What follows belongs to an exercise in optimizing a design on an open flow for small area and a short achievable clock period; a production flow would make more cautious choices.
RTL that was checked went through simulation tests only; none was proved equivalent to the original.

## Horner
module Horner(input clk,
              input rst,
              input [31:0] x,
              input [31:0] cn,
              output wire [31:0] z);
    reg  a0_0;
    reg  a1_0;
    reg  a2_0;
    reg  a3_0;
    reg  a4_0;
    reg  a5_0;
    reg  a6_0;
    reg  a6_1;
    reg  a7_0;
    reg  a8_0;
    reg  a9_0;
    reg  a10_0;
    reg  a10_1;
    reg  a11_0;
    reg  a12_0;
    reg  a13_0;
    reg  a13_1;
    reg  a14_0;
    reg  a15_0;
    reg  a16_0;
    reg  a16_1;
    reg  a17_0;
    reg  a18_0;
    reg  a18_1;
    reg  a19_0;
    reg  a20_0;
    reg  a20_1;
    reg  a21_0;
    reg  a22_0;
    reg  a22_1;
    reg  a23_0;
    reg  a23_1;
    reg  a24_0;
    reg  a24_1;
    reg  a25_0;
    reg  a25_1;
    reg  a26_0;
    reg  a26_1;
    reg  a27_0;
    reg  a27_1;
    reg  a28_0;
    reg  a28_1;
    reg  a29_0;
    reg  a29_1;
    reg  a30_0;
    reg  a30_1;
    reg  a31_0;
    reg  a31_1;
    reg  a31_2;
  ...
clock: 8.5 ns
lec_check: 0
cap_margin: 20
core_margin: 2
core_utilization: 60
place_density: 0.7
setup_slack_margin: 2.5
slew_margin: 20
standard.sh (not shown) runs the stock make flow with config.mk's settings and CLKGATE_MAP_FILE= SYNTH_SCRIPT=/design/flow/synth_recipe.tcl, a recipe that flattens the netlist after the stock synthesis.
==> flow/flow/run.sh <==
#!/bin/bash
set -euo pipefail
R=orfs/results/$FLOW_PLATFORM/Horner/base
bash standard.sh synth > synth.log 2>&1
cp $R/1_2_yosys.v $R/1_2_yosys.std.v
python3 flow/mapnet.py "$FLOW_DESIGN" $R/1_2_yosys.map.v > mapnet.log 2>&1
regs() { grep -o 'dfxtp_1 \\[^ ]*' "$1" | sort; }
if [[ "$(regs $R/1_2_yosys.std.v)" == "$(regs $R/1_2_yosys.map.v)" ]]; then
  echo "registers match: using the mapped netlist" >> mapnet.log
  cp $R/1_2_yosys.map.v $R/1_2_yosys.v
else
  echo "registers differ: using the standard netlist" >> mapnet.log
  python3 flow/fixinv.py $R/1_2_yosys.std.v $R/1_2_yosys.v > fixinv.log 2>&1
fi
rm -f $R/1_synth.odb $R/1_synth.sdc
bash standard.sh finish > layout.log 2>&1
Other scripts of this flow, unchanged in this note and not shown: flow/flow/fixinv.py, flow/flow/mapnet.py
Next try:
--- a/flow/design.v
+++ b/flow/design.v
@@ -45,20 +45,27 @@
     reg  a27_1;
     reg  a28_0;
     reg  a28_1;
     reg  a29_0;
     reg  a29_1;
     reg  a30_0;
     reg  a30_1;
     reg  a31_0;
     reg  a31_1;
     reg  a31_2;
+    reg  a31_3;
+    reg  a31_4;
+    reg  a31_5;
+    reg  a31_6;
+    reg  a31_7;
+    reg  a31_8;
+    reg  a31_9;
     wire [31:0] acc;
     wire [31:0] cq = cn & {32{~rst}};
     assign z = acc;
     wire [31:0] am = acc & {32{~rst}};
     wire p6 = a6_0 ^ a6_1;
     wire g6 = a6_0 & a6_1;
     wire p10 = a10_0 ^ a10_1;
     wire g10 = a10_0 & a10_1;
     wire p13 = a13_0 ^ a13_1;
     wire g13 = a13_0 & a13_1;
@@ -79,21 +86,21 @@
     wire p26 = a26_0 ^ a26_1;
     wire g26 = a26_0 & a26_1;
     wire p27 = a27_0 ^ a27_1;
     wire g27 = a27_0 & a27_1;
     wire p28 = a28_0 ^ a28_1;
     wire g28 = a28_0 & a28_1;
     wire p29 = a29_0 ^ a29_1;
     wire g29 = a29_0 & a29_1;
     wire p30 = a30_0 ^ a30_1;
     wire g30 = a30_0 & a30_1;
-    wire p31 = a31_0 ^ a31_1 ^ a31_2;
+    wire p31 = a31_0 ^ a31_1 ^ a31_2 ^ a31_3 ^ a31_4 ^ a31_5 ^ a31_6 ^ a31_7 ^ a31_8 ^ a31_9;
     wire G1_1 = 1'b0 | (a1_0 & 1'b0);
     wire G1_2 = 1'b0 | (a2_0 & 1'b0);
     wire P1_2 = a2_0 & a1_0;
     wire G1_3 = 1'b0 | (a3_0 & 1'b0);
     wire P1_3 = a3_0 & a2_0;
     wire G1_4 = 1'b0 | (a4_0 & 1'b0);
     wire P1_4 = a4_0 & a3_0;
     wire G1_5 = 1'b0 | (a5_0 & 1'b0);
     wire P1_5 = a5_0 & a4_0;
     wire G1_6 = g6 | (p6 & 1'b0);
@@ -1181,31 +1188,24 @@
     wire t9 = t1 ^ t2;
     wire t10 = t3 ^ t4;
     wire t11 = t5 ^ t6;
     wire t12 = t7 ^ t8;
     wire t13 = t9 ^ t10;
     wire t14 = t11 ^ t12;
     wire t15 = t13 ^ t14;
     wire t16 = fc226 ^ fc227;
     wire t17 = fc228 ^ fc229;
     wire t18 = fc230 ^ fc231;
-    wire t19 = t16 ^ t17;
-    wire t20 = t18 ^ fc232;
-    wire t21 = t19 ^ fc233;
-    wire t22 = fc234 ^ t20;
-    wire t23 = t21 ^ t22;
-    wire t24 = fc235 ^ fc236;
-    wire t25 = t23 ^ t24;
-    wire t26 = fc237 ^ t25;
-    wire t27 = fc238 ^ t26;
-    wire t28 = t27 ^ fc239;
-    wire t29 = t28 ^ fc240;
+    wire t19 = fc232 ^ fc233;
+    wire t20 = fc234 ^ fc235;
+    wire t21 = fc236 ^ fc237;
+    wire t22 = fc238 ^ fc239;
     always @(posedge clk) begin
         a0_0 <= fs0;
         a1_0 <= fs1;
         a2_0 <= fs3;
         a3_0 <= fs5;
         a4_0 <= fs8;
         a5_0 <= fs11;
         a6_0 <= hs0;
         a6_1 <= fc11;
         a7_0 <= fs18;
@@ -1239,15 +1239,22 @@
         a26_0 <= fs184;
         a26_1 <= hs10;
         a27_0 <= hc10;
         a27_1 <= hs11;
         a28_0 <= hc11;
         a28_1 <= hs12;
         a29_0 <= hc12;
         a29_1 <= hs13;
         a30_0 <= hc13;
         a30_1 <= hs14;
-        a31_0 <= t15;
-        a31_1 <= t29;
-        a31_2 <= hc14;
+        a31_0 <= t16;
+        a31_1 <= t17;
+        a31_2 <= t18;
+        a31_3 <= t15;
+        a31_4 <= t19;
+        a31_5 <= t20;
+        a31_6 <= t21;
+        a31_7 <= t22;
+        a31_8 <= fc240;
+        a31_9 <= hc14;
     end
 endmodule
The new run finished clean; die area is higher by 1.0%; count of clock-buffer cells in the layout drops by 2; fmax fell by 0.54%; via count came out lower by 0.75%; sequential share of layout area rose by 0.86 points; cell area barely changes; flip-flop and latch count came out higher by 7; routed wire length went down by 0.50%; utilization went down by 1.4 points; register-to-register slack barely changes; hold slack got worse by 0.32 ns; setup slack is worse by 0.032 ns.
The RTL of the second run of this note was laid out without a check of its function.

[afterwards: timing with drivers on the ports]
Ports are ideal in the flow. The routed layouts listed here were re-timed in OpenROAD.
Step 1 sets driving cells, clkbuf_16 on the clock port and buf_2 on the other inputs (assumed; they add their load-dependent delay and slew).
Step 2 adds t to the input delays and takes it off the output delays; t is the mean of the earliest and latest rising clock arrival at the registers after step 1. Input paths then give back, and output paths get back, about the clock's delay inside the block.
Slacks: ideal ports / drivers / drivers and shift; pairs: ideal ports / drivers.
run | t, ns | setup WS [ns] | worst setup path at the end | clock arrival spread, ns | worst slew at a driven data input, ns
the first run | 0.341 | 2.580 / 2.568 / 2.228 | input to register | 0.006 / 0.007 | 0.08
the second run | 0.348 | 2.548 / 2.566 / 2.218 | input to register | 0.009 / 0.009 | 0.08
After both steps setup and hold are still met in every run listed. The setup slack of the first run, which loses most, moves by -0.012 ns with the drivers and by -0.352 ns with both steps.
